From an optimization exercise on the open Yosys and OpenROAD flow, aimed at small area; shortcuts taken in it are not production practice. Only simulation tests tie the RTL to the original design; equivalence was not proved. In every run shown here, the design's own scripts or RTL, not TritonCTS, make the clock network. The flow treats the clock pin as an ideal source. Dropping or thinning the clock tree relies on that and would not hold on a real chip. Power figures rest on the tool's default switching activity, not on a simulated workload.

### flow/run.sh
#!/bin/bash
# Own layout flow: the standard ORFS flow (standard.sh), with
#  - synthesis: ORFS's synth.tcl unchanged except that full adders are not
#    extracted and ABC maps with an area-oriented script (flow/abc_area*.script),
#    run from four seeds with two mappers, keeping the smallest result;
#    the Yosys passes before ABC, the flip-flop mapping, the flattening and the
#    renaming are the standard ones, so the registers are the same. The
#    flip-flops then get the instance names of the standard synthesis (run
#    first, matched by the register on the Q pin; flow/match_regs.py), since
#    its automatic names depend on the number of cells ABC made before them;
#  - clock tree: a two-level tree of a few large clock buffers, each leaf
#    buffer driving one cluster of flip-flops (flow/own_cts.tcl), in place of
#    TritonCTS, which makes many small clusters;
#  - port buffers: the smallest buffer (BUFFER_PORTS_ARGS).
# Each tool's output goes to a log file in the work folder.
set -euo pipefail
W=$PWD
F=$W/flow
R=$W/orfs/results/$FLOW_PLATFORM/breakout/base

# the standard synthesis, for the flip-flop names
bash "$W/standard.sh" synth > "$W/std_synth.log" 2>&1
cp "$R/1_2_yosys.v" "$W/std_1_2_yosys.v"
rm -rf "$W/orfs"

# own synthesis: ABC's deepsyn from four seeds, each followed by either of two
# area mappers (amap, or &nf with SAT-based area recovery), eight runs, four at
# a time, each in its own ORFS work folder; the smallest netlist is kept
sed -E 's|SYNTH_SCRIPT=[^ ]+|SYNTH_SCRIPT='"$W"'/own_synth_SEED.tcl|; s|WORK_HOME=[^ ]+|WORK_HOME='"$W"'/orfs_SEED|' "$W/standard.sh" > "$W/own_standard.in"
grep -q 'own_synth_SEED.tcl' "$W/own_standard.in"
grep -q 'orfs_SEED' "$W/own_standard.in"
CANDS="1a 2a 3a 4a 1n 2n 3n 4n"
n=0
for c in $CANDS; do
  seed=${c:0:1}
  if [[ ${c:1:1} == a ]]; then script="$F/abc_area.script"; else script="$F/abc_area_nf.script"; fi
  sed -e "s|&deepsyn -T 60|\&deepsyn -T 60 -S $seed|" "$script" > "$W/abc_area_$c.script"
  grep -q -- "-S $seed" "$W/abc_area_$c.script"
  sed -e '/^  extract_fa /d' \
      -e 's|^  log_cmd abc {\*}\$abc_args|  set abc_args [lreplace $abc_args 1 1 '"$W"'/abc_area_'"$c"'.script]\n  log_cmd abc {*}$abc_args|' \
      "$FLOW_HOME/scripts/synth.tcl" > "$W/own_synth_core_$c.tcl"
  grep -q "abc_area_$c.script" "$W/own_synth_core_$c.tcl"
  ! grep -q '^  extract_fa ' "$W/own_synth_core_$c.tcl"
  sed -e 's|source \$::env(SCRIPTS_DIR)/synth.tcl|source '"$W"'/own_synth_core_'"$c"'.tcl|' "$W/synth_recipe.tcl" > "$W/own_synth_$c.tcl"
  grep -q "own_synth_core_$c" "$W/own_synth_$c.tcl"
  sed -e "s|SEED|$c|g" "$W/own_standard.in" > "$W/own_standard_$c.sh"
  bash "$W/own_standard_$c.sh" synth > "$W/synth_$c.log" 2>&1 &
  n=$((n + 1))
  if [[ $n == 4 ]]; then wait; fi
done
wait
best=""
for c in $CANDS; do
  a=$(awk '/Chip area for module/ {print $NF}' "$W/orfs_$c/reports/$FLOW_PLATFORM/breakout/base/synth_stat.txt")
  echo "run $c: area $a" >> "$W/synth_choice.log"
  if [[ -z "$best" ]] || awk -v a="$a" -v b="$besta" 'BEGIN {exit !(a < b)}'; then best=$c; besta=$a; fi
done
echo "kept run $best" >> "$W/synth_choice.log"
mv "$W/orfs_$best" "$W/orfs"
python3 "$F/match_regs.py" "$W/std_1_2_yosys.v" "$R/1_2_yosys.v" > "$W/match_regs.log" 2>&1
rm -f "$R/1_synth.odb" "$R/1_synth.sdc"

# placement, the standard flow
export BUFFER_PORTS_ARGS="-buffer_cell sky130_fd_sc_hd__buf_1"
bash "$W/standard.sh" place > "$W/place.log" 2>&1

# clock tree
OWN_RESULTS="$R" OWN_PLATFORM_DIR="$FLOW_HOME/platforms/$FLOW_PLATFORM" OWN_FLOW="$F" \
OWN_CTS_LEAVES=5 OWN_CTS_LEAF_BUF=sky130_fd_sc_hd__clkbuf_16 OWN_CTS_TOPS=1 OWN_CTS_TOP_BUF=sky130_fd_sc_hd__clkbuf_8 \
  openroad -no_init -exit "$F/own_cts.tcl" > "$W/own_cts.log" 2>&1
test -s "$R/4_1_cts.odb"

# rest of the layout, the standard flow
bash "$W/standard.sh" > "$W/layout.log" 2>&1
test -s "$W/out/final.def"
### flow/abc_area.script
strash
&get -n
&deepsyn -T 60
&put
dch -f
amap
topo
### flow/abc_area_nf.script
strash
&get -n
&deepsyn -T 60
&dch -f
&nf -p -R 1000 -F 8 -A 4 -a
&put
topo
### flow/match_regs.py
#!/usr/bin/env python3
"""Give the flip-flops of a netlist the instance names that the standard
synthesis gave them: a flip-flop is matched by the net on its Q pin (the
register's name in the RTL). Other instances whose names would clash are
renamed. Usage: match_regs.py REFERENCE.v NETLIST.v (NETLIST.v is rewritten)."""
import re
import sys

INST = re.compile(r'^(\s*)(sky130_fd_sc_hd__\w+)\s+(\\\S+|[A-Za-z_][\w$]*)(\s*\()\s*$')
PIN = re.compile(r'^\s*\.(\w+)\((.*)\),?\s*$')


def base(cell):
    return re.sub(r'_\d+$', '', cell)


def parse(lines):
    """instances: list of [line index, cell, name, {pin: net}]"""
    insts = []
    cur = None
    for i, line in enumerate(lines):
        m = INST.match(line)
        if m:
            cur = [i, m.group(2), m.group(3), {}]
            insts.append(cur)
            continue
        if cur is not None:
            p = PIN.match(line)
            if p:
                cur[3][p.group(1)] = p.group(2).strip()
            if line.strip().startswith(');'):
                cur = None
    return insts


def flops(insts):
    return [x for x in insts if 'CLK' in x[3] and 'Q' in x[3]]


def main():
    ref_lines = open(sys.argv[1]).read().split('\n')
    lines = open(sys.argv[2]).read().split('\n')
    ref = flops(parse(ref_lines))
    insts = parse(lines)
    mine = flops(insts)
    by_q = {}
    for x in ref:
        assert x[3]['Q'] not in by_q, 'two reference flip-flops drive ' + x[3]['Q']
        by_q[x[3]['Q']] = x
    assert len(ref) == len(mine), 'flip-flop count %d != reference %d' % (len(mine), len(ref))
    new_name = {}
    for x in mine:
        r = by_q.get(x[3]['Q'])
        assert r is not None, 'no reference flip-flop drives ' + x[3]['Q']
        assert base(r[1]) == base(x[1]), 'cell type %s != reference %s for %s' % (x[1], r[1], x[3]['Q'])
        new_name[x[0]] = r[2]
    targets = set(new_name.values())
    assert len(targets) == len(mine)
    used = set(x[2] for x in insts) | targets
    n = 0
    renamed = 0
    for x in insts:
        if x[0] in new_name:
            continue
        if x[2] in targets:
            while True:
                cand = 'own_cell_%d' % n
                n += 1
                if cand not in used:
                    break
            used.add(cand)
            new_name[x[0]] = cand
    for i, name in new_name.items():
        m = INST.match(lines[i])
        if m.group(3) != name:
            renamed += 1
        sep = ' ' if name.startswith('\\') else ''
        lines[i] = '%s%s %s%s%s' % (m.group(1), m.group(2), name, sep, m.group(4))
    open(sys.argv[2], 'w').write('\n'.join(lines))
    print('%d flip-flops matched, %d instances renamed' % (len(mine), renamed))


main()
### flow/own_cts.tcl
# Clock tree step in place of ORFS's CTS (TritonCTS): a two-level tree of
# clock buffers built by own_cts_tree.tcl, then the placement is legalized.
# Reads 3_place.odb/.sdc and writes 4_1_cts.odb and 4_cts.sdc like ORFS's step.
set R $::env(OWN_RESULTS)
set P $::env(OWN_PLATFORM_DIR)
read_lef $P/lef/sky130_fd_sc_hd.tlef
read_lef $P/lef/sky130_fd_sc_hd_merged.lef
read_liberty $P/lib/sky130_fd_sc_hd__tt_025C_1v80.lib
read_db $R/3_place.odb
read_sdc $R/3_place.sdc
source $P/setRC.tcl
source $::env(OWN_FLOW)/own_cts_tree.tcl
build_clock_tree $::env(OWN_CTS_LEAVES) $::env(OWN_CTS_LEAF_BUF) $::env(OWN_CTS_TOPS) $::env(OWN_CTS_TOP_BUF)
detailed_placement
check_placement -verbose
set_propagated_clock [all_clocks]
estimate_parasitics -placement
report_clock_skew
set worst 0
foreach pin [get_pins -hierarchical */CLK] { set s [get_property $pin slew_max]; if {$s > $worst} {set worst $s} }
puts "worst flip-flop clock pin slew (placement estimate): $worst"
report_worst_slack -min
report_worst_slack -max
unset_propagated_clock [all_clocks]
write_db $R/4_1_cts.odb
write_sdc -no_timestamp $R/4_cts.sdc
### flow/own_cts_tree.tcl
proc cts_kmeans { pts K iters } {
  # pts: list of {x y}; returns list of cluster index per point (balanced)
  set n [llength $pts]
  set sorted {}
  set i 0
  foreach p $pts { lappend sorted [list $i [lindex $p 0] [lindex $p 1]]; incr i }
  set sorted [lsort -real -index 1 $sorted]
  set centers {}
  for {set k 0} {$k < $K} {incr k} {
    set s [lindex $sorted [expr {int(($k + 0.5) * $n / $K)}]]
    lappend centers [list [lindex $s 1] [lindex $s 2]]
  }
  set cap [expr {int(ceil(double($n) / $K))}]
  set asg {}
  for {set iter 0} {$iter < $iters} {incr iter} {
    set pairs {}
    set i 0
    foreach p $pts {
      set k 0
      foreach c $centers {
        lappend pairs [list [expr {abs([lindex $p 0] - [lindex $c 0]) + abs([lindex $p 1] - [lindex $c 1])}] $i $k]
        incr k
      }
      incr i
    }
    set pairs [lsort -real -index 0 $pairs]
    array unset a; array unset cnt
    for {set k 0} {$k < $K} {incr k} { set cnt($k) 0 }
    foreach p $pairs {
      set i [lindex $p 1]; set k [lindex $p 2]
      if {[info exists a($i)] || $cnt($k) >= $cap} continue
      set a($i) $k; incr cnt($k)
    }
    set asg {}
    for {set i 0} {$i < $n} {incr i} { lappend asg $a($i) }
    set newc {}
    for {set k 0} {$k < $K} {incr k} {
      set sx 0.0; set sy 0.0; set m 0
      for {set i 0} {$i < $n} {incr i} {
        if {[lindex $asg $i] == $k} { set p [lindex $pts $i]; set sx [expr {$sx + [lindex $p 0]}]; set sy [expr {$sy + [lindex $p 1]}]; incr m }
      }
      if {$m > 0} { lappend newc [list [expr {$sx / $m}] [expr {$sy / $m}]] } else { lappend newc [lindex $centers $k] }
    }
    set centers $newc
  }
  return [list $asg $centers]
}

proc cts_buffer { block master name x y innet } {
  set inst [odb::dbInst_create $block $master $name]
  set net [odb::dbNet_create $block "${name}_net"]
  $net setSigType CLOCK
  $inst setLocation [expr {int($x)}] [expr {int($y)}]
  $inst setPlacementStatus PLACED
  [$inst findITerm A] connect $innet
  [$inst findITerm X] connect $net
  return $net
}

proc build_clock_tree { nleaf leafmaster ntop topmaster } {
  set block [ord::get_db_block]
  set db [ord::get_db]
  set lm [$db findMaster $leafmaster]
  set tm [$db findMaster $topmaster]
  set clknet [$block findNet clk]
  set sinks {}
  set pts {}
  foreach it [$clknet getITerms] {
    set bb [[$it getInst] getBBox]
    lappend sinks $it
    lappend pts [list [expr {([$bb xMin] + [$bb xMax]) / 2.0}] [expr {([$bb yMin] + [$bb yMax]) / 2.0}]]
  }
  lassign [cts_kmeans $pts $nleaf 30] lasg lcent
  lassign [cts_kmeans $lcent $ntop 30] tasg tcent
  set topnets {}
  for {set t 0} {$t < $ntop} {incr t} {
    set c [lindex $tcent $t]
    lappend topnets [cts_buffer $block $tm "clkbuf_own_top_$t" [lindex $c 0] [lindex $c 1] $clknet]
  }
  for {set k 0} {$k < $nleaf} {incr k} {
    set c [lindex $lcent $k]
    set net [cts_buffer $block $lm "clkbuf_own_leaf_$k" [lindex $c 0] [lindex $c 1] [lindex $topnets [lindex $tasg $k]]]
    set m 0
    for {set i 0} {$i < [llength $sinks]} {incr i} {
      if {[lindex $lasg $i] == $k} {
        set it [lindex $sinks $i]
        $it disconnect
        $it connect $net
        incr m
      }
    }
    puts "leaf clock buffer $k: $m sinks, top buffer [lindex $tasg $k]"
  }
  $clknet setSigType CLOCK
}
### standard.sh
#!/bin/bash
# synth_recipe.tcl (not shown) runs the flow's synth.tcl, then flattens the netlist and writes it again
# the make line also repeats each setting of config.mk as NAME=value (left out here)
make -C /OpenROAD-flow-scripts/flow DESIGN_CONFIG=/design/flow/config.mk WORK_HOME=/design/flow/orfs CLKGATE_MAP_FILE= SYNTH_SCRIPT=/design/flow/synth_recipe.tcl "${@:-finish}"
### config.mk
export PLATFORM = sky130hd
export DESIGN_NAME = breakout
export DESIGN_NICKNAME = breakout
export VERILOG_FILES = /design/flow/design.v
export SDC_FILE = /design/flow/constraint.sdc
export NUM_CORES = 4
export LEC_CHECK = 0
export CAP_MARGIN = 20
export CORE_MARGIN = 2
export CORE_UTILIZATION = 75
export SLEW_MARGIN = 20
### constraint.sdc
create_clock -name core_clock -period 20.0 [get_ports {clk}]
set_input_delay 4.0000 -clock core_clock [delete_from_list [all_inputs] [get_ports {clk}]]
set_output_delay 4.0000 -clock core_clock [all_outputs]
set_load 0.01 [all_outputs]
### design.v
module paddle_control(
	input            clk,
	input            en,        
	input            resetn,
	input      [1:0] go,
	input      [8:0] ball_x,
	input      [7:0] ball_y,
	output reg [2:0] PADDLE_HIT,  
	output reg       draw,
	output reg [7:0] pos_half
	);
	wire rst = ~resetn;
	wire run = en & resetn;
	wire at_left = pos_half[7:3] == 5'd0 && pos_half[1:0] == 2'd0;
	wire at_right = pos_half[7] & pos_half[3] & pos_half[2];
	wire up = go[0] & (~go[1] | at_left) & ~at_right;
	wire dn = go[1] & (~go[0] | at_right) & ~at_left;
	wire [7:0] moved = pos_half + {{7{dn & en}}, (up | dn) & en};
	wire [8:0] d8 = {1'b0, ball_x[8:1]} - {1'b0, pos_half};
	wire hit = ball_y[7:2] == 6'b110111 && !d8[8] && (d8[7:4] == 4'd0 || (d8[7:0] == 8'd16 && !ball_x[0]));
	wire [2:0] ph = hit ? d8[4:2] : 3'd6;
	always @(posedge clk) begin
		pos_half <= rst ? 8'd76 : moved;    
		draw <= rst | (run & (go[0] | go[1])) | (~en & draw);
		PADDLE_HIT <= ({3{en}} & ph) | ({3{~en}} & PADDLE_HIT);
	end
endmodule
module ball_control(
	input            clk,
	input            en,         
	input            tick,       
	input            reset,      
	input      [2:0] PADDLE_HIT,
	output reg [8:0] x,
	output reg [7:0] y,
	output reg       BRICK_HIT,
	output reg [1:0] brick       
	);
	localparam LEFT_UP = 3'd0, UP_LEFT = 3'd1, UP_RIGHT = 3'd2, RIGHT_UP = 3'd3,
	           LEFT_DOWN = 3'd4, DOWN_LEFT = 3'd5, DOWN_RIGHT = 3'd6, RIGHT_DOWN = 3'd7;
	reg [3:0] dcode;
	reg [2:0] dir;
	reg [1:0] wall;
	reg [2:0] status;
	wire [2:0] dk = dcode[2:0];
	wire [8:0] d_x = dcode[3] ? 9'd0 :
	                 (dk[1:0] == 2'b00) ? -9'd2 :
	                 (dk[1:0] == 2'b01) ? -9'd1 :
	                 (dk[1:0] == 2'b10) ?  9'd1 : 9'd2;
	wire       big_y = dk[0] ^ dk[1];
	wire [7:0] d_y = dcode[3] ? 8'd0 :
	                 dk[2] ? (big_y ? 8'd2 : 8'd1) : (big_y ? -8'd2 : -8'd1);
	wire row_b = y >= 8'd60 && y <= 8'd64;
	wire in1 = row_b && x >= 9'd100 && x <= 9'd132 && status[0];
	wire in2 = row_b && x >= 9'd150 && x <= 9'd182 && status[1];
	wire in3 = row_b && x >= 9'd200 && x <= 9'd232 && status[2];
	wire inb = in1 | in2 | in3;
	wire [8:0] off = x - (in1 ? 9'd100 : in2 ? 9'd150 : 9'd200);
	wire [2:0] q = off[5:3];
	wire up = ~dir[2];
	wire [2:0] brick_dir = {q[2] ^ up, q[1:0]};
	reg [2:0] dir_n;
	reg [3:0] dcode_n;
	always @* begin
		dir_n = dir;
		dcode_n = {1'b0, dir};
		if (!reset) begin
			dir_n = UP_RIGHT;
			dcode_n = {1'b0, UP_RIGHT};
		end
		if (inb) dir_n = brick_dir;
		if (reset && !(PADDLE_HIT[2] & PADDLE_HIT[1])) dir_n = PADDLE_HIT;
		if (reset) case (wall)
			2'd1: case (dir)
				LEFT_UP:   begin dir_n = RIGHT_UP;   dcode_n = {1'b0, RIGHT_UP}; end
				UP_LEFT:   begin dir_n = UP_RIGHT;   dcode_n = {1'b0, UP_RIGHT}; end
				LEFT_DOWN: begin dir_n = RIGHT_DOWN; dcode_n = {1'b0, RIGHT_DOWN}; end
				DOWN_LEFT: begin dir_n = DOWN_RIGHT; dcode_n = {1'b0, DOWN_RIGHT}; end
				default: ;
			endcase
			2'd2: case (dir)
				LEFT_UP:  begin dir_n = LEFT_DOWN;  dcode_n = {1'b0, LEFT_DOWN}; end
				UP_LEFT:  begin dir_n = DOWN_LEFT;  dcode_n = {1'b0, DOWN_LEFT}; end
				RIGHT_UP: begin dir_n = RIGHT_DOWN; dcode_n = {1'b0, RIGHT_DOWN}; end
				UP_RIGHT: begin dir_n = DOWN_RIGHT; dcode_n = {1'b0, DOWN_RIGHT}; end
				default: ;
			endcase
			2'd3: case (dir)
				RIGHT_UP:   begin dir_n = LEFT_UP;   dcode_n = {1'b0, LEFT_UP}; end
				UP_RIGHT:   begin dir_n = UP_LEFT;   dcode_n = {1'b0, UP_LEFT}; end
				RIGHT_DOWN: begin dir_n = LEFT_DOWN; dcode_n = {1'b0, LEFT_DOWN}; end
				DOWN_RIGHT: begin dir_n = DOWN_LEFT; dcode_n = {1'b0, LEFT_DOWN}; end
				default: ;
			endcase
			default: ;
		endcase
		if (y >= 8'd235 && y <= 8'd240) dcode_n = {1'b1, dcode_n[2:0]};
	end
	wire [2:0] status_n = (reset ? status : 3'b111) & ~({3{en}} & {in3, in2, in1});
	wire [1:0] brick_n = in1 ? 2'd1 : in2 ? 2'd2 : in3 ? 2'd3 : 2'd0;
	wire [8:0] x_n = reset ? x + ({9{tick}} & d_x) : 9'd160;
	wire [7:0] y_n = reset ? y + ({8{tick}} & d_y) : 8'd218;
	wire [1:0] wall_n = !reset ? 2'd0 : (x <= 9'd12) ? 2'd1 : (y <= 8'd20) ? 2'd2 : (x >= 9'd308) ? 2'd3 : 2'd0;
	always @(posedge clk) begin
		dir <= ({3{en}} & dir_n) | ({3{~en}} & dir);
		dcode <= ({4{en}} & dcode_n) | ({4{~en}} & dcode);
		BRICK_HIT <= (en & inb) | (~en & BRICK_HIT);
		status <= status_n;
		brick <= ({2{en & inb}} & brick_n) | ({2{~(en & inb)}} & brick);
		x <= x_n;
		y <= y_n;
		wall <= ({2{en}} & wall_n) | ({2{~en}} & wall);
	end
endmodule
module new_draw(
	input            clk,
	input            reset,
	input      [7:0] paddle_half,
	input            p_draw,
	input      [8:0] ball_x,
	input      [7:0] ball_y,
	input            fps,
	input            BRICK_HIT,
	input      [1:0] brick,
	output reg [8:0] x,
	output reg [7:0] y,
	output reg [2:0] color,
	output reg       wren
	);
	localparam [8:0] PCE = 9'd0, BE = 9'd1, BE1 = 9'd2, BD = 9'd3, BD1 = 9'd4, BCE = 9'd5,
		WAIT = 9'd6,
		INIT = 9'd64, LW = 9'd65, LWF = 9'd66, TW = 9'd67, TWF = 9'd68, RW = 9'd69,
		RWF = 9'd70, DB = 9'd71, BR = 9'd72, BF = 9'd73,
		BES = 9'd127, BEE = 9'd255, PES = 9'd319, PDS = 9'd384, PD0 = 9'd448;
	reg [8:0] cs, ns;
	reg [7:0] cp;
	reg [8:0] cbx;
	reg [7:0] cby;
	reg paddle_draw, ball_draw, brick_hit;
	reg [8:0] lo;
	reg [6:0] pdp;
	reg [1:0] hx;
	wire [8:0] hi = {hx, pdp};
	wire pass2 = hx[0];
	wire rst = ~reset;
	wire g_s  = ~cs[8] & ~cs[7] & ~cs[6];            
	wire i_s  = ~cs[8] & ~cs[7] &  cs[6] & ~cs[5];   
	wire s_pce  = g_s & cs[2:0] == 3'd0;
	wire s_be   = g_s & cs[2:0] == 3'd1;
	wire s_be1  = g_s & cs[2:0] == 3'd2;
	wire s_bd   = g_s & cs[2:0] == 3'd3;
	wire s_bd1  = g_s & cs[2:0] == 3'd4;
	wire s_bce  = g_s & cs[2:0] == 3'd5;
	wire s_wait = g_s & cs[2:1] == 2'd3;
	wire s_bes  = ~cs[8] & ~cs[7] & cs[6] & cs[5];
	wire s_cr   = i_s & ~cs[3] & ~cs[0];                         
	wire s_wall = i_s & ~cs[3] & cs[0] & ~(cs[2] & cs[1]);       
	wire s_tw   = s_wall & cs[1];
	wire s_rw   = s_wall & cs[2];
	wire s_db   = i_s & ~cs[3] & cs[2] & cs[1] & cs[0];
	wire s_br   = i_s & cs[3] & ~cs[0];
	wire s_bf   = i_s & cs[3] & cs[0];
	wire s_berx = ~cs[8] & cs[7];              
	wire s_bee  = s_berx & (&cs[6:0]);
	wire s_ber  = s_berx & ~(&cs[6:0]);
	wire s_pes  = cs[8] & ~cs[7] & ~cs[6];
	wire s_pe   = cs[8] & ~cs[7] &  cs[6];
	wire s_pds  = cs[8] &  cs[7] & ~cs[6];
	wire s_pd   = cs[8] &  cs[7] &  cs[6];
	wire lo_wrap = s_tw ? (lo[8] && lo[5:0] == 6'b111111) : (lo[2:0] == 3'b111);
	wire lr_end = hi == 9'd479 && lo[2];                       
	wire tw_end = hi[3:0] == 4'b1111 && lo[8] && lo[5:2] == 4'b1111;  
	wire br_end = lo[7:2] == 6'b111111;                        
	wire hold = (s_wall & (s_tw ? ~tw_end : ~lr_end)) | (s_br & ~br_end);
	reg [8:0] f;
	always @* begin
		f = cs + {8'd0, ~hold};
		if (s_pce) f = ball_draw ? BE : WAIT;
		if (s_bce) f = brick_hit ? BES : WAIT;
		if (s_wait) f = ball_draw ? BE : (paddle_draw ? PES : WAIT);
		if (s_bee) f = paddle_draw ? PES : WAIT;
		if (s_pds) f = PD0;
		if (s_bf) f = pass2 ? WAIT : DB;
	end
	always @(posedge clk) begin
		ns <= f;
		cs <= reset ? ns : INIT;
	end
	wire w_wall = s_wall;
	wire w_pad  = s_pe | s_pd;
	wire w_ball = s_be1 | s_bd1;
	wire w_brk  = (s_br & ~pass2) | s_ber;
	wire inc    = s_wall | s_br | s_be1 | s_bd1 | s_pe | s_pd | s_ber;    
	wire keep   = ~(w_wall | w_pad | w_ball | w_brk);
	reg [8:0] bx;
	always @* case (s_br ? 2'd2 : brick)
		2'd1: bx = 9'd100;
		2'd2: bx = 9'd150;
		default: bx = 9'd200;
	endcase
	wire [8:0] x_wall = s_rw ? 9'd320 - lo[2:0] : lo;
	wire [8:0] x_pad  = {cp + {4'd0, pdp[4:1]}, pdp[0]};
	wire [8:0] x_brk  = bx + lo[4:0];
	wire [7:0] y_brk  = 8'd60 + lo[8:5];
	wire [8:0] x_new = ({9{w_wall}} & x_wall) | ({9{w_pad}} & x_pad) | ({9{w_ball}} & cbx) | ({9{w_brk}} & x_brk);
	wire [7:0] y_new = ({8{w_wall}} & hi[7:0]) | ({8{w_pad}} & {6'b110111, pdp[6:5]}) | ({8{w_ball}} & cby) | ({8{w_brk}} & y_brk);
	wire [2:0] c_new = {w_wall | (w_brk & s_br), w_brk & s_br | s_bd1, s_pd};
	wire cnt_clr = s_cr;
	wire lo_clr  = s_cr | s_db | s_bes;
	wire pdp_clr = s_cr | s_pes | s_pds;
	wire lo_zero = lo_clr | (inc & s_wall & lo_wrap);
	wire cin = inc & (s_wall ? lo_wrap : 1'b1);
	wire [7:0] pdp_inc = {1'b0, pdp} + cin;
	wire [1:0] hx_inc = hx + (s_wall & pdp_inc[7]);
	wire wren_set = s_db | s_be | s_pes | s_ber;
	wire wren_clr = s_wait | s_bf;
	always @(posedge clk) begin
		x <= {9{~rst}} & (x_new | ({9{keep}} & x));
		y <= {8{~rst}} & (y_new | ({8{keep}} & y));
		color <= {3{~rst}} & (c_new | ({3{keep}} & color));
		wren <= rst | wren_set | (~wren_clr & wren);
		lo <= {9{~lo_zero}} & (lo + {8'd0, inc});
		pdp <= {7{~pdp_clr}} & pdp_inc[6:0];
		hx <= {2{~cnt_clr}} & {hx_inc[1], hx_inc[0] | (s_db & ~wren)};
		if (rst | s_pds) cp <= paddle_half;
		if (rst | s_bd) begin
			cbx <= ball_x;
			cby <= ball_y;
		end
		ball_draw <= ~s_bce & (fps | ball_draw);
		brick_hit <= ~s_bee & reset & (BRICK_HIT | brick_hit);
		paddle_draw <= (s_wait & p_draw) | (~s_wait & ~s_pce & paddle_draw);
	end
endmodule
`timescale 1ns / 1ns
module breakout
	(
		input         clk,
		input         resetn,        
		input  [1:0]  go,            
		input         paddle_tick,
		input         ball_tick,
		output [8:0]  x,
		output [7:0]  y,
		output [2:0]  colour,
		output        plot
	);
	wire draw_paddle;
	wire [7:0] paddle_half;
	wire [8:0] ball_x;
	wire [7:0] ball_y;
	wire [2:0] BALL_HIT;
	wire BRICK_HIT;
	wire [1:0] brick;
	wire fps_clock = paddle_tick | ~resetn;
	wire thirty_clock = ball_tick | ~resetn;
	paddle_control PC(.clk(clk), .en(fps_clock), .resetn(resetn), .go(go), .ball_x(ball_x), .ball_y(ball_y),
		.draw(draw_paddle), .pos_half(paddle_half), .PADDLE_HIT(BALL_HIT));
	ball_control BC(.clk(clk), .en(thirty_clock), .tick(ball_tick), .reset(resetn), .x(ball_x), .y(ball_y),
		.PADDLE_HIT(BALL_HIT), .BRICK_HIT(BRICK_HIT), .brick(brick));
	new_draw ND(.clk(clk), .reset(resetn), .paddle_half(paddle_half), .p_draw(draw_paddle),
		.ball_x(ball_x), .ball_y(ball_y), .x(x), .y(y), .color(colour), .wren(plot),
		.fps(thirty_clock), .BRICK_HIT(BRICK_HIT), .brick(brick));
endmodule
==> results of run 1 <==
logic make-up (layout without fill, tap and decap cells):
family          after synthesis  after routing  synth area share, %
compound gates              212            212                 23.7
xor+xnor                      1              1                0.148
buf+inv                      94            130                 5.95
flops                       129            129                 50.3
simple gates                269            269                 19.9
power groups by stage:
stage               Clock, mW  Combinational [mW]  Sequential, mW
floorplan                   0              0.0539           0.307
global placement            0              0.0723           0.310
detailed placement          0              0.0754           0.311
global route            0.135              0.0861           0.308
finish                  0.126              0.0782           0.306
final cells by class:
type                       instances  share of cell area, %
sequential                       129                   47.1
multi-input combinational        482                   41.1
timing repair buffer              30                   2.01
buffer                             6                   2.19
inverter                          94                   5.57
tap                              102                   2.01
path summary, 6_finish.rpt:
path                    endpoint  slack, ps  cells after the start
max           BC.x[8]$_SDFF_PN0_      14250                     13
min          ND.cs[6]$_SDFF_PN1_        420                      1
max reg2reg     ND.lo[8]$_DFF_P_      15240                     22
min reg2reg  ND.cs[6]$_SDFF_PN1_        420                      1
cell usage after synthesis (9+ instances only):
library cell	number	area share [%]
nor2b_1	12	1.3
clkinv_1	94	5.9
o21ai_0	46	3.9
a31oi_1	10	1.1
o22ai_1	19	2.0
nor2_1	130	8.2
nor3_1	37	3.1
edfxtp_1	40	20
a221oi_1	10	1.5
nand3_1	12	1.0
nand2_1	46	2.9
a211oi_1	20	2.5
o211ai_1	9	1.1
dfxtp_1	89	30
a21oi_1	43	3.6
routing by layer:
metal  global-route usage [%]  wire length (microns)
met3                     5.13                   1430
met5                        0                      0
met4                     17.9                    846
met2                     61.6                   7460
met1                     46.8                   5940
through the flow:
step / std cells / cell area (sq um) / util, % / power, mW
2_1_floorplan: 705 / 5930 / - / 0.361
3_3_place_gp: 837 / 6200 / 80.6 / 0.382
3_5_place_dp: 837 / 6200 / 80.6 / 0.386
5_1_grt: 843 / 6330 / 82.4 / 0.529
6_report: 843 / 6330 / 82.4 / 0.510
==> impl_results.md, run 1 <==
* Status: timing/DRC/antenna clean
* Clock Power Share at 24.8%
* Unique masters post-synth at 39
* Fraction of final layout cells with drive strength greater than 1 at 1.62%
* Count of buffers from port buffering at 26
* Top Family by Delay on Critical Path: compound AO/OA/AOI/OAI gates
* Switching power total at 147 uW
* Slowest CP cell: nor3_1
* Wire length of the first global-routing pass at 25600 microns
* Classification of the worst-slack hold path: reg -> reg
* Vias in the first global route at 5353
* Synth Warn # at 3
* Power Internal at 363 uW
* Top-level port count at 27
* Dpl ws at 13990 ps
* Kind of end point of the critical path: register
* Max cap viols at 0
* Post-layout nets at 749
* Final Setup Violations at 0
* Most frequent cells in the layout: nor2_1, clkinv_1, dfxtp_1, o21ai_0, nand2_1
* Critical R2R Launch: ND.cs[0]$_SDFF_PN0_
* Commonest non-fill, non-tap cell in the layout: nor2_1
* Worst Path Max Fanout at 4
* Share of flip-flops with an asynchronous set or reset at 0%
* Sort of element at the start of the critical path: input pin
* Wire length reported by the detailed router at 15700 microns
* Synth Net Count at 711
* Residual DRC at 0
* Largest stage delay on the critical path at 300 ps
* Flip-flop and latch area at 2980 sq um
* Number of inserted diodes at 0
* Syn avg cell area at 8.41 sq um
* Avg Vias per Cell at 6.72
* Synth Cell Area at 5930 sq um
* First DRT Iteration DRCs at 511
* Multi-input gate area in the final layout at 2610 sq um
* Critical path type: in -> reg
* Worst-case vdd ir drop at 0.0771 mV
* Required time of the critical path at 20320 ps
* P&R area growth vs syn at 6.81%
* Mean routed wirelength per cell at 18.6 microns
* Maximum frequency from static timing analysis at 174 MHz
* Die width at 92.9 microns
* Most frequent CP cell: nor2_1
* Worst Setup Slack, final at 14250 ps
* Transition time of the tightest slew-check pin at 917 ps
* Setup repair after global routing missed its margin: no
* Final TNS setup at 0 ps
* P per Cell Area at 80.6 nW/um^2
* Detailed placement HPWL at 11400 microns
* Starting density of the core at 77.1%
* Minimum period implied by the final worst setup slack at 5750 ps
* Pin count of the biggest net entering global routing at 59
* Skew final at 15.0 ps
* Residual antenna-violating net count after detailed routing at 0
* Via total after detailed routing at 5663
* EDFF count, synth at 40
* Crit. Startpoint: ball_tick
* FILL cells at 505
* Final clock period utilization by the worst path at 28.7%
* Number of synthesized register bits at 129
* Standby leakage power at 2.07 nW
* Synthesized instance count at 705
* Launch point of the worst hold path: ND.ns[6]$_DFF_P_
* Area of the placeable core at 7690 sq um
* Number of antenna violations at the first check in global routing at 0
* Number of slew-limit violations in the final report at 0
* Worst hold margin at 424 ps
* Clock insertion delay at the later pin of the skew report at 400 ps
* Number of cell rows at 32
* Reg power frac at 59.9%
* Final Hold Violating Endpoints at 0
* Die boundary height at 92.9 microns
* Switch share at 28.8%
* Prevailing post-synth register cell: dfxtp_1
* Share of synthesized area occupied by flip-flops and latches at 50.3%
* CP bufs+invs at 2
* Die Footprint at 8640 sq um
* Worst-path cell chain: buf_1 > nand2b_1 > a31oi_1 > o31ai_1 > nor3_1 > o22ai_1 > nor2_1 > o21ai_0 > clkinv_1 > o221ai_1 > nor2_1 > nor2_1 > a211oi_1
* Total global-route track usage at 36.7%
* Part of the total power dissipated in combinational logic at 15.3%
* Arrival time reported for the critical path endpoint at 6060 ps
* GPL Wtd Cong at 1.03
* Detailed-router iteration count before antenna repair at 7
* Worst-path clk slew at 100 ps
* Max_slew headroom at 38.4%
* Leftover overflow at the end of global routing at 0
==> run 2: changes to the inputs <==
--- a/design.v
+++ b/design.v
@@ -9,3 +9,3 @@
 	output reg       draw,
-	output reg [7:0] pos_half
+	output     [7:0] pos_half
 	);
@@ -13,8 +13,10 @@
 	wire run = en & resetn;
-	wire at_left = pos_half[7:3] == 5'd0 && pos_half[1:0] == 2'd0;
-	wire at_right = pos_half[7] & pos_half[3] & pos_half[2];
+	reg [7:0] npos;
+	assign pos_half = ~npos;
+	wire at_left = npos[7:3] == 5'b11111 && npos[1:0] == 2'b11;    
+	wire at_right = ~npos[7] & ~npos[3] & ~npos[2];                
 	wire up = go[0] & (~go[1] | at_left) & ~at_right;
 	wire dn = go[1] & (~go[0] | at_right) & ~at_left;
-	wire [7:0] moved = pos_half + {{7{dn & en}}, (up | dn) & en};
-	wire [8:0] d8 = {1'b0, ball_x[8:1]} - {1'b0, pos_half};
+	wire [7:0] moved = npos + {{7{up & en}}, (up | dn) & en};
+	wire [8:0] d8 = {1'b0, ball_x[8:1]} + {1'b1, npos} + 9'd1;    
 	wire hit = ball_y[7:2] == 6'b110111 && !d8[8] && (d8[7:4] == 4'd0 || (d8[7:0] == 8'd16 && !ball_x[0]));
@@ -22,3 +24,3 @@
 	always @(posedge clk) begin
-		pos_half <= rst ? 8'd76 : moved;    
+		npos <= rst ? ~8'd76 : moved;    
 		draw <= rst | (run & (go[0] | go[1])) | (~en & draw);
@@ -203,3 +205,3 @@
 	wire [8:0] x_brk  = bx + lo[4:0];
-	wire [7:0] y_brk  = 8'd60 + lo[8:5];
+	wire [7:0] y_brk  = 8'd60 + {5'd0, lo[7:5]};
 	wire [8:0] x_new = ({9{w_wall}} & x_wall) | ({9{w_pad}} & x_pad) | ({9{w_ball}} & cbx) | ({9{w_brk}} & x_brk);
--- a/flow/run.sh
+++ b/flow/run.sh
@@ -4,3 +4,3 @@
 #    extracted and ABC maps with an area-oriented script (flow/abc_area*.script),
-#    run from four seeds with two mappers, keeping the smallest result;
+#    run from eight seeds, keeping the smallest result;
 #    the Yosys passes before ABC, the flip-flop mapping, the flattening and the
@@ -25,5 +25,6 @@
 
-# own synthesis: ABC's deepsyn from four seeds, each followed by either of two
-# area mappers (amap, or &nf with SAT-based area recovery), eight runs, four at
-# a time, each in its own ORFS work folder; the smallest netlist is kept
+# own synthesis: ABC's deepsyn from eight seeds, each followed by the area
+# mapper amap (runs named <seed>a; a name <seed>n would use &nf with SAT-based
+# area recovery instead), four at a time, each in its own ORFS work folder;
+# the smallest netlist is kept
 sed -E 's|SYNTH_SCRIPT=[^ ]+|SYNTH_SCRIPT='"$W"'/own_synth_SEED.tcl|; s|WORK_HOME=[^ ]+|WORK_HOME='"$W"'/orfs_SEED|' "$W/standard.sh" > "$W/own_standard.in"
@@ -31,3 +32,3 @@
 grep -q 'orfs_SEED' "$W/own_standard.in"
-CANDS="1a 2a 3a 4a 1n 2n 3n 4n"
+CANDS="1a 2a 3a 4a 5a 6a 7a 8a"
 n=0
==> impl_results.md, run 2 <==
* Top-level port count at 27 (unchanged)
* Number of synthesized register bits at 129 (unchanged)
* Die width at 92.8 microns (was 92.9 microns)
* Transition time of the tightest slew-check pin at 833 ps (was 917 ps)
* Capturing point of the worst reg2reg path: ND.y[2]$_DFF_P_ (was ND.lo[8]$_DFF_P_)
* Most frequent cells in the layout: nor2_1, clkinv_1, dfxtp_1, o21ai_0, nand2_1 (unchanged)
* Worst Setup Slack, final at 13460 ps (was 14250 ps)
* Dpl ws at 13170 ps (was 13990 ps)
* Worst-path clk slew at 110 ps (was 100 ps)
* Starting density of the core at 76.9% (was 77.1%)
* Critical R2R Launch: ND.cs[1]$_SDFF_PN0_ (was ND.cs[0]$_SDFF_PN0_)
* Top-count cell post-synth: nor2_1 (unchanged)
* Die Footprint at 8610 sq um (was 8640 sq um)
* Sort of element at the start of the critical path: input pin (unchanged)
* Number of slew-limit violations in the final report at 0 (unchanged)
* Post-layout nets at 756 (was 749)
* Kind of end point of the critical path: register (unchanged)
* Final TNS setup at 0 ps (unchanged)
* Share of flip-flops with an asynchronous set or reset at 0% (unchanged)
* Prevailing post-synth register cell: dfxtp_1 (unchanged)
* Number of inserted diodes at 0 (unchanged)
* Leading post-synthesis cells by cell area: dfxtp_1, edfxtp_1, nor2_1 (unchanged)
* Share of synthesized area occupied by flip-flops and latches at 50.4% (was 50.3%)
* Final Total Pwr at 473 uW (was 510 uW)
* Synth Net Count at 719 (was 711)
* Final Setup Violations at 0 (unchanged)
* Total global-route track usage at 39.0% (was 36.7%)
* Met1 track utilization from global routing at 53.2% (was 46.8%)
* Final Hold Violating Endpoints at 0 (unchanged)
* Worst Path Max Fanout at 27 (was 4)
* Worst-case vdd ir drop at 0.0639 mV (was 0.0771 mV)
* First DRT Iteration DRCs at 622 (was 511)
* Number of cell rows at 32 (unchanged)
* Via total after detailed routing at 5982 (was 5663)
* Skew final at 17.6 ps (was 15.0 ps)
* Avg Vias per Cell at 7.04 (was 6.72)
* Maximum frequency from static timing analysis at 153 MHz (was 174 MHz)
* Required time of the critical path at 20300 ps (was 20320 ps)
* GRT met2 Usage at 62.1% (was 61.6%)
* FF-to-FF path depth at 18 (was 22)
* Synthesized instance count at 713 (was 705)
* Leftover overflow at the end of global routing at 0 (unchanged)
* Clock insertion delay at the later pin of the skew report at 410 ps (was 400 ps)
* Detailed placement HPWL at 12200 microns (was 11400 microns)
* Unique masters post-synth at 41 (was 39)
* Mean routed wirelength per cell at 19.9 microns (was 18.6 microns)
* Pin count of the biggest net entering global routing at 28 (was 59)
* List of most frequent post-synthesis cells: nor2_1, clkinv_1, dfxtp_1 (unchanged)
* Synth Cell Area at 5910 sq um (was 5930 sq um)
* Cell type with the largest total area after synthesis: dfxtp_1 (unchanged)
* Max cap viols at 0 (unchanged)
* Critical path type: in -> reg (unchanged)
* Detailed-router iteration count before antenna repair at 8 (was 7)
* GR peak layer: met2 (unchanged)
* Max_slew headroom at 44.2% (was 38.4%)
* Wire length reported by the detailed router at 16900 microns (was 15700 microns)
* Vias in the first global route at 5488 (was 5353)
* Hold path depth at 1 (unchanged)
* P&R area growth vs syn at 6.62% (was 6.81%)
* Met3 capacity usage during global routing at 5.70% (was 5.13%)
* Commonest non-fill, non-tap cell in the layout: nor2_1 (unchanged)
* Synth Warn # at 3 (unchanged)
* Final clock period utilization by the worst path at 32.7% (was 28.7%)
* Minimum period implied by the final worst setup slack at 6540 ps (was 5750 ps)
* Post-layout util at 82.0% (was 82.4%)
* Number of antenna violations at the first check in global routing at 0 (unchanged)
* Launch point of the worst hold path: ND.ns[6]$_DFF_P_ (unchanged)
* Fraction of final layout cells with drive strength greater than 1 at 1.34% (was 1.62%)
* Setup slack of the worst register-to-register path at 15380 ps (was 15240 ps)
* Residual antenna-violating net count after detailed routing at 0 (unchanged)
* P per Cell Area at 75.0 nW/um^2 (was 80.6 nW/um^2)
* Classification of the worst-slack hold path: reg -> reg (unchanged)
* Syn avg cell area at 8.29 sq um (was 8.41 sq um)
* Standby leakage power at 2.02 nW (was 2.07 nW)
* Setup repair after global routing missed its margin: no (unchanged)
* GPL Wtd Cong at 1.09 (was 1.03)
* Min-Delay Endpoint: ND.cs[6]$_SDFF_PN1_ (unchanged)
* EDFF count, synth at 40 (unchanged)
* Wire length of the first global-routing pass at 27000 microns (was 25600 microns)
* Residual DRC at 0 (unchanged)
* Status: timing/DRC/antenna clean (unchanged)
* Area of the placeable core at 7690 sq um (unchanged)
* Count of buffers from port buffering at 26 (unchanged)
* Arrival time reported for the critical path endpoint at 6840 ps (was 6060 ps)
* Top-area cell type share of the netlist area at 30.1% (was 30.0%)
* Die boundary height at 92.8 microns (was 92.9 microns)
==> run 2: cell types whose count changed in the layout (fill, tap and decap cells not counted), sizes merged, moves of 4 or more <==
cell	previous run	this run
o32ai	8	3
o211ai	9	4
nand2	46	55
clkinv	94	100
o21ai	46	75
and3	6	1
o22ai	19	12
or3	5	1
a21oi	43	39
nor2	130	122
o221ai	6	12
==> run 2: worst max-delay path by stage <==
| stage | startpoint | to | depth (start not counted) |
|---|---|---|---|
| floorplan | resetn | ND.y[6]$_DFF_P_ | 5 |
| global placement | resetn | ND.x[2]$_DFF_P_ | 9 |
| detailed placement | resetn | ND.y[2]$_DFF_P_ | 7 |
| global route | resetn | ND.y[2]$_DFF_P_ | 7 |
| finish | resetn | ND.y[2]$_DFF_P_ | 7 |
==> run 2: power by group <==
group          internal, mW  switching, mW  total (mW)
registers             0.282         0.0127       0.295
logic                0.0145         0.0331      0.0476
clock network        0.0499         0.0807       0.131
total                 0.346          0.126       0.473
==> run 2: cell families (layout without fill, tap and decap cells) <==
family	after synthesis	after routing	synth area share (%)
AO/OA/AOI/OAI	223	223	24.2
buffers and inverters	100	135	6.35
flip-flops	129	129	50.4
AND/OR/NAND/NOR	261	261	19.0
==> run 2: layer usage <==
metal,up-vias,share of wire [%]
li1,2656,-
met1,2722,38
met2,505,45
met3,99,12
met4,0,5.3
met5,-,0
==> run 2: cell type report <==
class                   count  area [sq um]
plain buffers               6           139
repair buffers             29           120
inverters                 100           375
fillers                   500          1380
flip-flops and latches    129          2980
well taps                 102           128
multi-input cells         484          2560
==> run 2: worst max-delay path, cell delays in order <==
cell,delay [ps]
buf_1,60
buf_4,260
clkinv_1,720
buf_4,500
nor2_1,650
clkinv_1,290
o21ai_0,330
==> run 2: per-stage QoR <==
stage | hold slack, ps | instance area [sq um] | instances
after floorplan | 391 | 5910 | 713
after global placement | 395 | 6160 | 844
after detailed placement | 416 | 6160 | 844
after global routing | 448 | 6300 | 850
final | 434 | 6300 | 850
==> run 3: changes to the inputs <==
--- a/design.v
+++ b/design.v
@@ -9,3 +9,3 @@
 	output reg       draw,
-	output     [7:0] pos_half
+	output     [7:0] npos_half    
 	);
@@ -14,3 +14,3 @@
 	reg [7:0] npos;
-	assign pos_half = ~npos;
+	assign npos_half = npos;
 	wire at_left = npos[7:3] == 5'b11111 && npos[1:0] == 2'b11;    
@@ -119,3 +119,3 @@
 	input            reset,
-	input      [7:0] paddle_half,
+	input      [7:0] paddle_nhalf,    
 	input            p_draw,
@@ -137,3 +137,3 @@
 	reg [8:0] cs, ns;
-	reg [7:0] cp;
+	reg [7:0] ncp;    
 	reg [8:0] cbx;
@@ -203,3 +203,3 @@
 	wire [8:0] x_wall = s_rw ? 9'd320 - lo[2:0] : lo;
-	wire [8:0] x_pad  = {cp + {4'd0, pdp[4:1]}, pdp[0]};
+	wire [8:0] x_pad  = {~(ncp - {4'd0, pdp[4:1]}), pdp[0]};    
 	wire [8:0] x_brk  = bx + lo[4:0];
@@ -226,3 +226,3 @@
 		hx <= {2{~cnt_clr}} & {hx_inc[1], hx_inc[0] | (s_db & ~wren)};
-		if (rst | s_pds) cp <= paddle_half;
+		if (rst | s_pds) ncp <= paddle_nhalf;
 		if (rst | s_bd) begin
@@ -250,3 +250,3 @@
 	wire draw_paddle;
-	wire [7:0] paddle_half;
+	wire [7:0] paddle_nhalf;
 	wire [8:0] ball_x;
@@ -259,6 +259,6 @@
 	paddle_control PC(.clk(clk), .en(fps_clock), .resetn(resetn), .go(go), .ball_x(ball_x), .ball_y(ball_y),
-		.draw(draw_paddle), .pos_half(paddle_half), .PADDLE_HIT(BALL_HIT));
+		.draw(draw_paddle), .npos_half(paddle_nhalf), .PADDLE_HIT(BALL_HIT));
 	ball_control BC(.clk(clk), .en(thirty_clock), .tick(ball_tick), .reset(resetn), .x(ball_x), .y(ball_y),
 		.PADDLE_HIT(BALL_HIT), .BRICK_HIT(BRICK_HIT), .brick(brick));
-	new_draw ND(.clk(clk), .reset(resetn), .paddle_half(paddle_half), .p_draw(draw_paddle),
+	new_draw ND(.clk(clk), .reset(resetn), .paddle_nhalf(paddle_nhalf), .p_draw(draw_paddle),
 		.ball_x(ball_x), .ball_y(ball_y), .x(x), .y(y), .color(colour), .wren(plot),
==> impl_results.md, run 3 <==
* Minimum period implied by the final worst setup slack at 6020 ps (was 6540 ps)
* Synth Cell Area at 5890 sq um (was 5910 sq um)
* List of most frequent post-synthesis cells: nor2_1, clkinv_1, dfxtp_1 (unchanged)
* First DRT Iteration DRCs at 656 (was 622)
* Part of the total power dissipated in combinational logic at 14.4% (was 10.1%)
* EDFF count, synth at 40 (unchanged)
* Clock insertion delay at the later pin of the skew report at 380 ps (was 410 ps)
* Cell type with the largest total area after synthesis: dfxtp_1 (unchanged)
* Number of antenna violations at the first check in global routing at 0 (unchanged)
* Leftover overflow at the end of global routing at 0 (unchanged)
* Worst Setup Slack, final at 13980 ps (was 13460 ps)
* Vias in the first global route at 5392 (was 5488)
* Share of synthesized area occupied by flip-flops and latches at 50.7% (was 50.4%)
* Final TNS setup at 0 ps (unchanged)
* Via total after detailed routing at 5728 (was 5982)
* Worst-path clk slew at 100 ps (was 110 ps)
* Residual DRC at 0 (unchanged)
* Combinational family with the most area after synthesis: compound AO/OA/AOI/OAI gates (unchanged)
* Residual antenna-violating net count after detailed routing at 0 (unchanged)
* Synth Net Count at 701 (was 719)
* Die width at 92.6 microns (was 92.8 microns)
* Total global-route track usage at 37.7% (was 39.0%)
* Power Internal at 361 uW (was 346 uW)
* Worst-case vdd ir drop at 0.0735 mV (was 0.0639 mV)
* Top Family by Delay on Critical Path: buffers and inverters (unchanged)
* Share of flip-flops with an asynchronous set or reset at 0% (unchanged)
* Arrival time reported for the critical path endpoint at 6340 ps (was 6840 ps)
* Skew final at 12.1 ps (was 17.6 ps)
* Max cap viols at 0 (unchanged)
* Classification of the worst-slack hold path: reg -> reg (unchanged)
* Required time of the critical path at 20320 ps (was 20300 ps)
* Switching power total at 144 uW (was 126 uW)
* Area of the placeable core at 7650 sq um (was 7690 sq um)
* Dpl ws at 13680 ps (was 13170 ps)
* Starting density of the core at 77.0% (was 76.9%)
* Critical path type: in -> reg (unchanged)
* Mean routed wirelength per cell at 19.4 microns (was 19.9 microns)
* Synthesized instance count at 695 (was 713)
* Avg Vias per Cell at 6.88 (was 7.04)
* Final clock period utilization by the worst path at 30.1% (was 32.7%)
* Reg power frac at 60.7% (was 62.3%)
* Standby leakage power at 2.06 nW (was 2.02 nW)
* Post-layout nets at 739 (was 756)
* Transition time of the tightest slew-check pin at 1080 ps (was 833 ps)
* Top-area cell type share of the netlist area at 30.3% (was 30.1%)
* Wire length of the first global-routing pass at 25700 microns (was 27000 microns)
* Die boundary height at 92.6 microns (was 92.8 microns)
* Setup repair after global routing missed its margin: no (unchanged)
* Detailed placement HPWL at 11800 microns (was 12200 microns)
* Kind of end point of the critical path: register (unchanged)
* Die Footprint at 8570 sq um (was 8610 sq um)
* GPL Wtd Cong at 1.01 (was 1.09)
* Final Hold Violating Endpoints at 0 (unchanged)
* Number of inserted diodes at 0 (unchanged)
* Unique masters post-synth at 43 (was 41)
* Count of buffers from port buffering at 26 (unchanged)
* Clock Power Share at 24.9% (was 27.6%)
* Top-count cell post-synth: nor2_1 (unchanged)
* Fraction of the mapped netlist area in compound gates at 24.8% (was 24.2%)
* Prevailing post-synth register cell: dfxtp_1 (unchanged)
* Final Setup Violations at 0 (unchanged)
* Wire length reported by the detailed router at 16200 microns (was 16900 microns)
* Switch share at 28.5% (was 26.7%)
* Most frequent cells in the layout: nor2_1, clkinv_1, dfxtp_1, o21ai_0, nand2_1 (unchanged)
* Worst-path cell chain: buf_1 > buf_4 > clkinv_1 > buf_4 > nor2_1 > clkinv_1 > nor3_1 > a211oi_1 > o31ai_1 > a21oi_1 > o21ai_0 (was buf_1 > buf_4 > clkinv_1 > buf_4 > nor2_1 > clkinv_1 > o21ai_0)
* Commonest non-fill, non-tap cell in the layout: nor2_1 (unchanged)
* Max_slew headroom at 27.7% (was 44.2%)
* CP bufs+invs at 5 (unchanged)
* Multiplexer share of the synthesized area at 0% (unchanged)
* Worst Path Max Fanout at 41 (was 27)
* Post-Synth Simple-Gate Area at 18.5% (was 19.0%)
* Detailed-router iteration count before antenna repair at 9 (was 8)
* P per Cell Area at 80.4 nW/um^2 (was 75.0 nW/um^2)
* Syn avg cell area at 8.47 sq um (was 8.29 sq um)
* Synth Warn # at 3 (unchanged)
* P&R area growth vs syn at 6.78% (was 6.62%)
* FILL cells at 495 (was 500)
* Sort of element at the start of the critical path: input pin (unchanged)
* Number of cell rows at 32 (unchanged)
* Pin count of the biggest net entering global routing at 42 (was 28)
* Number of synthesized register bits at 129 (unchanged)
* Number of slew-limit violations in the final report at 0 (unchanged)
* Maximum frequency from static timing analysis at 166 MHz (was 153 MHz)
* Status: timing/DRC/antenna clean (unchanged)
* Top-level port count at 27 (unchanged)
* Fraction of final layout cells with drive strength greater than 1 at 1.50% (was 1.34%)
* Adder-cell area share of the yosys netlist at 0% (unchanged)
* Leading post-synthesis cells by cell area: dfxtp_1, edfxtp_1, nor2_1 (unchanged)
* Largest stage delay on the critical path at 470 ps (was 720 ps)
* Post-synthesis xor/xnor area fraction at 0% (unchanged)
* Slowest CP cell: nor2_1 (was clkinv_1)
[run 3: cell count changes in the layout (fill, tap and decap cells not counted), sizes merged, moves of 4 or more]
cell,before,now
nor3,39,28
nand3,15,8
nor2,122,128
nand2,55,51
a221oi,11,16
o21ai,75,58
clkinv,100,95
o211ai,4,8
[run 3: cells by family after synthesis]
family / after synthesis
buf+inv: 95
simple gates: 252
flops: 129
compound gates: 219
[run 3: final cells by class]
cell class	instances	area [sq um]	share of cell area [%]
buffer	6	139	2.21
inverter	95	357	5.67
multi-input combinational	471	2550	40.6
sequential	129	2980	47.5
tap	102	128	2.03
timing repair buffer	30	128	2.03
[run 3: worst paths after layout]
kind	startpoint	endpoint	slack (ps)	cells after the start
max	resetn	ND.x[4]$_DFF_P_	13980	11
min	ND.ns[6]$_DFF_P_	ND.cs[6]$_SDFF_PN1_	450	1
max reg2reg	ND.cs[2]$_SDFF_PN0_	ND.x[5]$_DFF_P_	15530	17
min reg2reg	ND.ns[6]$_DFF_P_	ND.cs[6]$_SDFF_PN1_	450	1
[run 3: through the flow]
step | std cells | area [sq um] | hold slack, ps | util, % | power (mW)
6_report | 833 | 6280 | 447 | 82.2 | 0.505
5_1_grt | 833 | 6280 | 465 | 82.2 | 0.520
3_5_place_dp | 827 | 6150 | 428 | 80.4 | 0.381
3_3_place_gp | 827 | 6150 | 402 | 80.4 | 0.377
2_1_floorplan | 695 | 5890 | 391 | - | 0.356
[run 3: routing by layer]
metal  global-route usage [%]  vias up  wire, microns
met5                        0        -              0
met4                     16.0        0            709
met3                     3.91       87           1580
met2                     66.8      416           7950
met1                     46.7     2625           5950
li1                         -     2600              -
[run 3: power groups by stage]
stage	registers (mW)	logic, mW	clock network [mW]
2_1_floorplan	0.307	0.0494	0
3_3_place_gp	0.311	0.0669	0
3_5_place_dp	0.312	0.0698	0
5_1_grt	0.308	0.0792	0.132
6_report	0.306	0.0728	0.126
[run 3: worst register-to-register path, stage by stage, from the launching register on]
cell	delay, ps
dfxtp_1	500
clkinv_1	300
nor2_1	250
clkinv_1	160
nor2_1	160
clkinv_1	150
nor2_1	140
nand2_1	90
clkinv_1	60
nand2_1	80
nor2_1	220
nor3_1	150
or3_1	390
nor2_1	180
clkinv_1	140
nor3_2	860
clkinv_1	300
o221ai_1	260
==> run 4: changes to the inputs <==
--- a/flow/run.sh
+++ b/flow/run.sh
@@ -4,3 +4,3 @@
 #    extracted and ABC maps with an area-oriented script (flow/abc_area*.script),
-#    run from eight seeds, keeping the smallest result;
+#    run from twelve seeds, keeping the smallest result;
 #    the Yosys passes before ABC, the flip-flop mapping, the flattening and the
@@ -25,3 +25,3 @@
 
-# own synthesis: ABC's deepsyn from eight seeds, each followed by the area
+# own synthesis: ABC's deepsyn from twelve seeds, each followed by the area
 # mapper amap (runs named <seed>a; a name <seed>n would use &nf with SAT-based
@@ -32,7 +32,7 @@
 grep -q 'orfs_SEED' "$W/own_standard.in"
-CANDS="1a 2a 3a 4a 5a 6a 7a 8a"
+CANDS="1a 2a 3a 4a 5a 6a 7a 8a 9a 10a 11a 12a"
 n=0
 for c in $CANDS; do
-  seed=${c:0:1}
-  if [[ ${c:1:1} == a ]]; then script="$F/abc_area.script"; else script="$F/abc_area_nf.script"; fi
+  seed=${c%?}
+  if [[ ${c: -1} == a ]]; then script="$F/abc_area.script"; else script="$F/abc_area_nf.script"; fi
   sed -e "s|&deepsyn -T 60|\&deepsyn -T 60 -S $seed|" "$script" > "$W/abc_area_$c.script"
@@ -49,3 +49,3 @@
   n=$((n + 1))
-  if [[ $n == 4 ]]; then wait; fi
+  if (( n % 4 == 0 )); then wait; fi
 done
@@ -69,3 +69,3 @@
 OWN_RESULTS="$R" OWN_PLATFORM_DIR="$FLOW_HOME/platforms/$FLOW_PLATFORM" OWN_FLOW="$F" \
-OWN_CTS_LEAVES=5 OWN_CTS_LEAF_BUF=sky130_fd_sc_hd__clkbuf_16 OWN_CTS_TOPS=1 OWN_CTS_TOP_BUF=sky130_fd_sc_hd__clkbuf_8 \
+OWN_CTS_LEAVES=5 OWN_CTS_LEAF_BUF=sky130_fd_sc_hd__clkbuf_16 OWN_CTS_TOPS=1 OWN_CTS_TOP_BUF=sky130_fd_sc_hd__clkbuf_4 \
   openroad -no_init -exit "$F/own_cts.tcl" > "$W/own_cts.log" 2>&1
==> impl_results.md, run 4 <==
* Multi-input gate area in the final layout at 2550 sq um (unchanged)
* Unique masters post-synth at 43 (unchanged)
* Wire length of the first global-routing pass at 25700 microns (about the same)
* Clock insertion delay at the later pin of the skew report at 470 ps (was 380 ps)
* Via total after detailed routing at 5688 (was 5728)
* Standby leakage power at 2.05 nW (was 2.06 nW)
* Final Setup Violations at 0 (unchanged)
* Clock Power Share at 24.4% (was 24.9%)
* Worst-case vdd ir drop at 0.0735 mV (about the same)
* Die Footprint at 8570 sq um (unchanged)
* EDFF count, synth at 40 (unchanged)
* Kind of end point of the critical path: register (unchanged)
* Maximum frequency from static timing analysis at 169 MHz (was 166 MHz)
* List of most frequent post-synthesis cells: nor2_1, clkinv_1, dfxtp_1 (unchanged)
* Prevailing post-synth register cell: dfxtp_1 (unchanged)
* Cell type with the largest total area after synthesis: dfxtp_1 (unchanged)
* Switch share at 28.6% (was 28.5%)
* Required time of the critical path at 20400 ps (was 20320 ps)
* Largest stage delay on the critical path at 460 ps (was 470 ps)
* Die width at 92.6 microns (unchanged)
* Die boundary height at 92.6 microns (unchanged)
* Slowest CP cell: nor2_1 (unchanged)
* Transition time of the tightest slew-check pin at 1050 ps (was 1080 ps)
* Total global-route track usage at 37.8% (was 37.7%)
* Synth Cell Area at 5890 sq um (unchanged)
* Number of inserted diodes at 0 (unchanged)
* Sort of element at the start of the critical path: input pin (unchanged)
* Final Hold Violating Endpoints at 0 (unchanged)
* Post-layout nets at 739 (unchanged)
* Number of antenna violations at the first check in global routing at 0 (unchanged)
* Post-layout util at 82.1% (was 82.2%)
* Count of buffers from port buffering at 26 (unchanged)
* Final clock period utilization by the worst path at 29.6% (was 30.1%)
* Top-count cell post-synth: nor2_1 (unchanged)
* P&R area growth vs syn at 6.68% (was 6.78%)
* Syn avg cell area at 8.47 sq um (unchanged)
* Dpl ws at 13680 ps (unchanged)
* Synthesized instance count at 695 (unchanged)
* Flip-flop and latch area at 2980 sq um (unchanged)
* Pin count of the biggest net entering global routing at 42 (unchanged)
* Reg power frac at 61.1% (was 60.7%)
* Detailed placement HPWL at 11800 microns (unchanged)
* Status: timing/DRC/antenna clean (unchanged)
* Mean routed wirelength per cell at 19.3 microns (was 19.4 microns)
* Switching power total at 143 uW (was 144 uW)
* Worst hold margin at 445 ps (was 447 ps)
* Number of synthesized register bits at 129 (unchanged)
* Number of slew-limit violations in the final report at 0 (unchanged)
* Worst-path clk slew at 100 ps (about the same)
* Worst Path Max Fanout at 41 (unchanged)
* P per Cell Area at 79.9 nW/um^2 (was 80.4 nW/um^2)
* Top-level port count at 27 (unchanged)
* Part of the total power dissipated in combinational logic at 14.5% (was 14.4%)
* Synth Warn # at 3 (unchanged)
* First DRT Iteration DRCs at 678 (was 656)
* Worst Setup Slack, final at 14080 ps (was 13980 ps)
* Starting density of the core at 77.0% (unchanged)
* Synth Net Count at 701 (unchanged)
* Share of flip-flops with an asynchronous set or reset at 0% (unchanged)
* Skew final at 10.7 ps (was 12.1 ps)
* Detailed-router iteration count before antenna repair at 8 (was 9)
* Commonest non-fill, non-tap cell in the layout: nor2_1 (unchanged)
* Fraction of final layout cells with drive strength greater than 1 at 1.50% (unchanged)
* Arrival time reported for the critical path endpoint at 6320 ps (was 6340 ps)
* Avg Vias per Cell at 6.83 (was 6.88)
* Minimum period implied by the final worst setup slack at 5920 ps (was 6020 ps)
* Final TNS setup at 0 ps (unchanged)
* Max cap viols at 0 (unchanged)
* GPL Wtd Cong at 1.01 (unchanged)
* Worst-path cell chain: buf_1 > buf_4 > clkinv_1 > buf_4 > nor2_1 > clkinv_1 > nor3_1 > a211oi_1 > o31ai_1 > a21oi_1 > o21ai_0 (unchanged)
* Number of cell rows at 32 (unchanged)
* Leading post-synthesis cells by cell area: dfxtp_1, edfxtp_1, nor2_1 (unchanged)
* Most frequent cells in the layout: nor2_1, clkinv_1, dfxtp_1, o21ai_0, nand2_1 (unchanged)
* Classification of the worst-slack hold path: reg -> reg (unchanged)
* Top-area cell type share of the netlist area at 30.3% (unchanged)
* Area of the placeable core at 7650 sq um (unchanged)
* Leftover overflow at the end of global routing at 0 (unchanged)
* Final Total Pwr at 502 uW (was 505 uW)
* Residual DRC at 0 (unchanged)
* Power Internal at 358 uW (was 361 uW)
* Setup repair after global routing missed its margin: no (unchanged)
* Critical path type: in -> reg (unchanged)
* Vias in the first global route at 5376 (was 5392)
* Residual antenna-violating net count after detailed routing at 0 (unchanged)
* FILL cells at 498 (was 495)
* Max_slew headroom at 29.7% (was 27.7%)
* Share of synthesized area occupied by flip-flops and latches at 50.7% (unchanged)
* Wire length reported by the detailed router at 16100 microns (was 16200 microns)
run 4: cell counts after synthesis:
Identical to the previous run, type by type.
run 4: worst paths after layout:
path / to / slack, ps / cells after the start / start
setup / recovery: ND.x[4]$_DFF_P_ / 14080 / 11 / resetn
hold / removal: ND.cs[6]$_SDFF_PN1_ / 440 / 1 / ND.ns[6]$_DFF_P_
setup reg to reg: ND.y[1]$_DFF_P_ / 15560 / 17 / ND.cs[2]$_SDFF_PN0_
hold reg to reg: ND.cs[6]$_SDFF_PN1_ / 440 / 1 / ND.ns[6]$_DFF_P_
run 4: metrics by stage:
stage                     cell area (sq um)  instances
final                                  6280        833
after global routing                   6280        833
after detailed placement               6150        827
after global placement                 6150        827
after floorplan                        5890        695
run 4: logic make-up (layout without fill, tap and decap cells):
kind of cell / count (synthesis) / after routing / share of synthesized area, %
buffers and inverters: 95 / 131 / 6.06
AO/OA/AOI/OAI: 219 / 219 / 24.8
flip-flops: 129 / 129 / 50.7
AND/OR/NAND/NOR: 252 / 252 / 18.5
run 4: power by group through the flow:
stage                     Sequential (mW)  Clock, mW  Combinational [mW]
after global placement              0.311          0              0.0669
after detailed placement            0.312          0              0.0698
after floorplan                     0.307          0              0.0494
final                               0.306      0.123              0.0725
after global routing                0.308      0.130              0.0792
run 4: worst max-delay path: cells and delay by family:
| family | cells | cell delay (ps) |
|---|---|---|
| buffers and inverters | 5 | 1080 |
| and+or+nand+nor | 2 | 870 |
| AOI/OAI and AO/OA | 4 | 360 |
run 4: layer usage:
layer / global-route usage, % / part of all wire (%)
met1: 47.1 / 37
met2: 67.6 / 49
met3: 3.42 / 9.8
met4: 15.5 / 4.5
met5: 0 / 0
run 4: final cells by class:
class                   instances  share of cell area (%)
flip-flops and latches        129                    47.5
inverters                      95                    5.68
repair buffers                 30                    2.03
plain buffers                   6                    2.11
well taps                     102                    2.03
multi-input cells             471                    40.6

==> static timing again, ports no longer ideal <==
Ports are ideal in the flow. The routed layouts listed here were re-timed in OpenROAD. Step 1 assumes that a clkbuf_16 drives the clock port and a buf_2 every other input. Step 2 times the ports against the registers' clock, not the clock port: input delays grow and output delays shrink by t, the midpoint of the rising clock arrivals with the driver on. Slacks: ideal / step 1 / step 2; pairs: ideal / step 1.
run | t (ns) | slack for setup (ns) | clock arrival spread, ns
run 1 | 0.428 | 14.253 / 14.264 / 13.836 | 0.015 / 0.015
run 2 | 0.436 | 13.463 / 13.475 / 13.038 | 0.021 / 0.021
run 3 | 0.407 | 13.978 / 13.986 / 13.579 | 0.012 / 0.012
run 4 | 0.493 | 14.080 / 14.089 / 13.595 | 0.011 / 0.011
After both steps every run listed still meets setup and hold. The setup slack of run 4, which loses most, moves by +0.009 ns with the drivers and by -0.485 ns with both steps.
